Context: an optimization exercise on an open-source flow, tuned for small area and a short achievable clock period. The choices shown serve that exercise and are no tape-out recipe.
At most, simulation tests tie the RTL to the original design; equivalence was not proved.
The flow treats the clock pin as an ideal source, which a real chip does not have.
Power is estimated from default activity; no workload was simulated.

Setup of trial 26:
## proc
module proc (
    input         clk,
    input         reset,
    input         intrq,
    input         ioskp,
    input  [11:0] mq,
    input         mql,
    output        dfrm_n,
    output        jump_n,
    output        intak_n,
    output        ioinst,
    output        mdl_n,
    output [11:0] md_n,
    output        mread_n,
    output        mwrite_n);
    reg s_f1, s_f2, s_d1, s_d2, s_d3, s_e1, s_e2, s_e3, s_i1;
    reg [11:9] ir;
    reg        ir8;
    reg [11:0] ac, ma, pc;
    reg        lnk;
    wire acz     = ~| ac;
    wire ir0     = ir == 3'o0;
    wire ir1     = ir == 3'o1;
    wire ir2     = ir == 3'o2;
    wire ir3     = ir == 3'o3;
    wire ir4     = ir == 3'o4;
    wire ir5     = ir == 3'o5;
    wire ir6     = ir == 3'o6;
    wire ir7     = ir == 3'o7;
    wire opriot  = ma[8] & (| ma[2:0]);              
    wire iotd    = ir6 | ir7 & opriot;
    wire grpa    = s_e1 & ir7 & ~ ma[8];
    wire grpb    = s_e1 & ir7 & ma[8] & ~ (| ma[2:0]);
    wire arith1  = s_e1 & ~ ir[11] & ~ ir[10];
    wire isz1    = s_e1 & ir2;
    wire dca1    = s_e1 & ir3;
    wire jms1    = s_e1 & ir4;
    wire jmp1    = s_e1 & ir5;
    wire iot1    = s_e1 & iotd;
    wire and2    = s_e2 & (ir0 | ir1 & acz);
    wire dca2    = s_e2 & ir3;
    wire iot2    = s_e2 & iotd;
    wire tad3    = s_e3 & ir[9];      
    wire isz3    = s_e3 & ir[10];
    wire jms3    = s_e3 & ir[11];
    wire autoidx = ma[11:3] == 9'o001;
  ...
==> flow/config.mk <==
export PLATFORM = sky130hd
export DESIGN_NAME = proc
export DESIGN_NICKNAME = proc
export VERILOG_FILES = /design/flow/design.v
export SDC_FILE = /design/flow/constraint.sdc
export NUM_CORES = 4
export LEC_CHECK = 0
export ABC_AREA = 1
export CAP_MARGIN = 20
export CORE_MARGIN = 2
export CORE_UTILIZATION = 40
export SETUP_SLACK_MARGIN = 3.0
export SLEW_MARGIN = 20
==> flow/constraint.sdc <==
create_clock -name core_clock -period 6.5 [get_ports {clk}]
set_input_delay 1.3000 -clock core_clock [delete_from_list [all_inputs] [get_ports {clk}]]
set_output_delay 1.3000 -clock core_clock [all_outputs]
set_load 0.01 [all_outputs]
run.sh (not shown) runs the stock make flow with config.mk's settings and CLKGATE_MAP_FILE= SYNTH_SCRIPT=/design/flow/synth_recipe.tcl, a recipe that flattens the netlist after the stock synthesis.
diff inputs: trial 26 => trial 4
- a deleted SETUP_SLACK_MARGIN that had been 3.0
### Flow results
Row combinational power: trial 4 lower / trial 26 higher
Compared with trial 26, in trial 4 cell total after placement now sits higher; post-CTS setup repair buffer count now smaller.
Trial 4 against trial 26: routed wire length shrank by 5.9%; clock power shrank by about 1%.
Comparing trial 4 and trial 26, switching share of power is lower on trial 26.
Trial 4 ends up with lower largest voltage drop on the vdd net than trial 26 does.
Capture point of the worst path: ac[11] -> trial 26, lnk -> trial 4
Changes observed in trial 4 relative to trial 26: floorplan row count flat; final count of pins violating max slew flat; clock period minus final worst setup slack up 0.76 ns; post-route fraction of the period consumed by the critical path up 12 points.
Function was not checked in any run of this note: the RTL went through the layout flow alone.

========
Another version of the RTL of proc (not shown whole).
Size in the first run: ~610 cells after synthesis, ~36 I/O pins.
export LEC_CHECK = 0
export CAP_MARGIN = 20
export CORE_MARGIN = 2
export CORE_UTILIZATION = 40
export SETUP_SLACK_MARGIN = 3.2
export SLEW_MARGIN = 20
create_clock -name core_clock -period 6.5 [get_ports {clk}]
standard.sh (not shown) runs the stock make flow with config.mk's settings and CLKGATE_MAP_FILE= SYNTH_SCRIPT=/design/flow/synth_recipe.tcl, a recipe that flattens the netlist after the stock synthesis.
==> flow/flow/run.sh <==
#!/bin/bash
# Standard synthesis; then the combinational logic re-mapped by ABC with a few random seeds
# (flip-flops untouched), keeping the smallest result whose unplaced timing is within reach;
# then the standard layout from that netlist. Each tool's output goes to its own log.
set -euo pipefail
W=$(pwd)
F=$W/flow
R=$W/orfs/results/$FLOW_PLATFORM/proc/base
YOSYS=$FLOW_HOME/../tools/install/yosys/bin/yosys
[[ -x $YOSYS ]] || YOSYS=yosys
LIB=$FLOW_HOME/platforms/sky130hd/lib/sky130_fd_sc_hd__tt_025C_1v80.lib
bash standard.sh synth > $W/log_synth.txt 2>&1
cp $R/1_2_yosys.v $W/standard_netlist.v
python3 $F/flops.py $W/standard_netlist.v | sort > $W/flops_standard.txt

remap() {   # $1 = seed
  local s=$1 d=$W/remap_$1
  mkdir -p $d
  sed "s/SEED/$s/" $F/remap.abc > $d/remap.abc
  REMAP_LIB=$LIB REMAP_IN=$W/standard_netlist.v REMAP_OUT=$d/netlist.v REMAP_TOP=$FLOW_TOP \
  REMAP_ABC=$d/remap.abc REMAP_STAT_IN=$d/stat_in.txt REMAP_STAT_OUT=$d/stat_out.txt \
    timeout 600 $YOSYS -c $F/remap.tcl > $d/log_remap.txt 2>&1 || return 0
  python3 $F/flops.py $d/netlist.v | sort > $d/flops.txt
  cmp -s $W/flops_standard.txt $d/flops.txt || return 0
  PRE_NETLIST=$d/netlist.v timeout 300 openroad -no_init -exit $F/pre_sta.tcl > $d/log_sta.txt 2>&1 || return 0
  local area slack
  area=$(grep -o "Chip area for module[^:]*: [0-9.]*" $d/stat_out.txt | awk '{print $NF}')
  slack=$(grep -o "WORST_SLACK [-0-9.e]*" $d/log_sta.txt | awk '{print $2}')
  [[ -n "$area" && -n "$slack" ]] && echo "$s $area $slack" > $d/result.txt
  return 0
}
for s in 0 1 2 3 4 5 6 7; do remap $s & done
wait
cat $W/remap_*/result.txt > $W/remap_results.txt 2>/dev/null || true
# smallest area among results whose unplaced period (clock period less slack) is at most 3.2 ns
best=$(awk -v p=$FLOW_PERIOD_NS '$2 > 0 && p - $3 <= 3.2 {print}' $W/remap_results.txt | sort -k2 -g | head -1 | awk '{print $1}')
if [[ -z "$best" ]]; then
  best=$(sort -k3 -g -r $W/remap_results.txt | head -1 | awk '{print $1}')
fi
if [[ -n "$best" ]]; then
  echo "using the re-mapped netlist of seed $best" > $W/remap_choice.txt
  cp $W/remap_$best/netlist.v $R/1_2_yosys.v
  rm -f $R/1_synth.odb $R/1_synth.sdc
else
  echo "no re-mapped netlist: using the standard netlist" > $W/remap_choice.txt
fi
bash standard.sh "BUFFER_PORTS_ARGS=-buffer_cell sky130_fd_sc_hd__buf_1" finish > $W/log_layout.txt 2>&1
==> flow/flow/remap.abc <==
strash
&get -n
&fraig -x
&put
scorr
dc2
strash
&get -n
&deepsyn -J 40 -T 200 -S SEED
&synch2
&if -g -K 6
&synch2
&nf -p
&put
buffer -c
upsize -c
dnsize -c
Other scripts of this flow, unchanged in this note and not shown: flow/flow/flops.py, flow/flow/pre_sta.tcl, flow/flow/remap.tcl
==> next run, changes <==
--- a/flow/flow/run.sh
+++ b/flow/flow/run.sh
@@ -2 +2 @@
-# Standard synthesis; then the combinational logic re-mapped by ABC with a few random seeds
+# Standard synthesis; then the combinational logic re-mapped by ABC with 16 random seeds
@@ -33,0 +34,2 @@
+for s in 8 9 10 11 12 13 14 15; do remap $s & done
+wait
@@ -35,2 +37,2 @@
-# smallest area among results whose unplaced period (clock period less slack) is at most 3.2 ns
-best=$(awk -v p=$FLOW_PERIOD_NS '$2 > 0 && p - $3 <= 3.2 {print}' $W/remap_results.txt | sort -k2 -g | head -1 | awk '{print $1}')
+# smallest area among results whose unplaced period (clock period less slack) is at most 3.3 ns
+best=$(awk -v p=$FLOW_PERIOD_NS '$2 > 0 && p - $3 <= 3.3 {print}' $W/remap_results.txt | sort -k2 -g | head -1 | awk '{print $1}')
--- a/flow/flow/remap.abc
+++ b/flow/flow/remap.abc
@@ -9 +9 @@
-&deepsyn -J 40 -T 200 -S SEED
+&deepsyn -J 40 -T 400 -S SEED
What happened: The changed run completed with no timing, DRC or antenna violations. Via count is lower by 4.0%. Power is lower by 13%. Combinational power is lower by 12%. Global-route usage is lower by 1.5 points. Die area is lower by 4.8%. Maximum frequency is higher by 2.4%.

========
Setup of wip/garnet:
Starting RTL as in the previous note.
clock: 6.5 ns
lec_check: 0
cap_margin: 20
core_margin: 2
core_utilization: 40
setup_slack_margin: 3.3
slew_margin: 20
==> flow/flow/run.sh <==
#!/bin/bash
# Standard synthesis, then the combinational logic re-mapped by ABC (flip-flops untouched),
# then the standard layout from the re-mapped netlist. Each tool's output goes to its own log.
set -euo pipefail
W=$(pwd)
F=$W/flow
R=$W/orfs/results/$FLOW_PLATFORM/proc/base
YOSYS=$FLOW_HOME/../tools/install/yosys/bin/yosys
[[ -x $YOSYS ]] || YOSYS=yosys
bash standard.sh synth > $W/log_synth.txt 2>&1
cp $R/1_2_yosys.v $W/standard_netlist.v
if REMAP_LIB=$FLOW_HOME/platforms/sky130hd/lib/sky130_fd_sc_hd__tt_025C_1v80.lib \
   REMAP_IN=$W/standard_netlist.v REMAP_OUT=$W/remap_netlist.v REMAP_TOP=$FLOW_TOP \
   REMAP_ABC=$F/remap.abc REMAP_STAT_IN=$W/remap_stat_in.txt REMAP_STAT_OUT=$W/remap_stat_out.txt \
   $YOSYS -c $F/remap.tcl > $W/log_remap.txt 2>&1 &&
   python3 $F/flops.py $W/standard_netlist.v | sort > $W/flops_standard.txt &&
   python3 $F/flops.py $W/remap_netlist.v | sort > $W/flops_remap.txt &&
   cmp -s $W/flops_standard.txt $W/flops_remap.txt; then
  echo "using the re-mapped netlist" > $W/remap_choice.txt
  cp $W/remap_netlist.v $R/1_2_yosys.v
  rm -f $R/1_synth.odb $R/1_synth.sdc
else
  echo "re-map failed or changed the flip-flops: using the standard netlist" > $W/remap_choice.txt
fi
bash standard.sh "BUFFER_PORTS_ARGS=-buffer_cell sky130_fd_sc_hd__buf_1" finish > $W/log_layout.txt 2>&1
Other scripts of this flow, unchanged in this note and not shown: flow/flow/flops.py, flow/flow/remap.abc, flow/flow/remap.tcl
wip/garnet completed every stage of the flow, and the final layout passed the timing, design-rule and antenna checks.
Setup changes, wip/garnet to wip/fjord
-- flow/config.mk --
<<< wip/garnet, line 10
export CORE_UTILIZATION = 40
>>> wip/fjord, line 10
export CORE_UTILIZATION = 60
==> run summary <==
Share of power burned in combinational logic in wip/fjord is 0.8 points higher than in wip/garnet
In the reports for wip/fjord and wip/garnet, the larger final critical path time including I/O delays and setup belongs to wip/garnet.
Re share of post-route cells with drive strength above 1: wip/fjord is 0.99 points down on wip/garnet.
Relative to wip/garnet, the power share of the clock group of wip/fjord is lower by 2.8 points.
In wip/fjord, the met1 usage came out 17 points above the value in wip/garnet.
Diff wip/fjord and wip/garnet: upper clock frequency limit higher in wip/fjord
As far as number of maximum-capacitance violations goes, wip/garnet and wip/fjord are indistinguishable; the numbers are identical.
Modified inputs, wip/amber compared to wip/fjord
-- flow/flow/run.sh --
<<< wip/fjord, line 25
bash standard.sh "BUFFER_PORTS_ARGS=-buffer_cell sky130_fd_sc_hd__buf_1" finish > $W/log_layout.txt 2>&1
>>> wip/amber, line 25
bash standard.sh > $W/log_layout.txt 2>&1
-- flow/config.mk --
<<< wip/fjord, line 10
export CORE_UTILIZATION = 60
export SETUP_SLACK_MARGIN = 3.3
>>> wip/amber, line 10
export CORE_UTILIZATION = 40
export SETUP_SLACK_MARGIN = 3.2
[summary]
Every stage of the flow completed for wip/amber, and the final layout passed the timing, design-rule and antenna checks.
Delta (wip/amber minus wip/fjord): post-route clock period utilization moved up, overall power of the completed layout up 29%.
Diff wip/fjord -> wip/amber | area taken by multi-input logic gates | down by a few percent
[compare] base=wip/fjord new=wip/amber: number of placed instances with taps included went up, part of the total power dissipated in the clock network went up.

port drivers added, routing unchanged:
No port has a modelled driver above. Below, the same layouts with a new extraction and two added sets of constraints.
Step 1: set_driving_cell puts a clkbuf_16 on clk and a buf_2 on each other input, an assumption about the parent block.
Step 2 moves the port delays by t, midway between the first and last clock arrival at a register: inputs arrive t later, outputs are due t later. That takes back most of the time a late clock gives input paths.
Three values: ideal, step 1, step 2; two values: the first two.
run | t, ns | setup WS [ns] | hold WS [ns] | worst setup path after step 2 | slew at the worst register clock pin (ns)
trial 26 | 0.334 | 1.098 / 1.098 / 1.098 | 0.483 / 0.483 / 0.483 | register to register | 0.07 / 0.07
trial 4 | 0.341 | 0.339 / 0.339 / 0.339 | 0.479 / 0.479 / 0.479 | register to register | 0.07 / 0.07
the first run of note 2 | 0.353 | 3.154 / 3.114 / 2.992 | 0.525 / 0.525 / 0.525 | input to register | 0.08 / 0.08
the second run of note 2 | 0.336 | 3.232 / 3.193 / 2.959 | 0.564 / 0.564 / 0.564 | input to register | 0.08 / 0.08
wip/garnet | 0.337 | 3.186 / 3.150 / 3.183 | 0.465 / 0.465 / 0.465 | input to register | 0.08 / 0.08
wip/fjord | 0.352 | 3.213 / 3.177 / 3.076 | 0.535 / 0.535 / 0.535 | input to register | 0.12 / 0.12
wip/amber | 0.340 | 3.069 / 3.028 / 2.973 | 0.558 / 0.558 / 0.558 | input to register | 0.08 / 0.08
After both steps setup and hold are still met in every run listed. The setup slack of the second run of note 2, which loses most, moves by -0.039 ns with the drivers and by -0.273 ns with both steps.
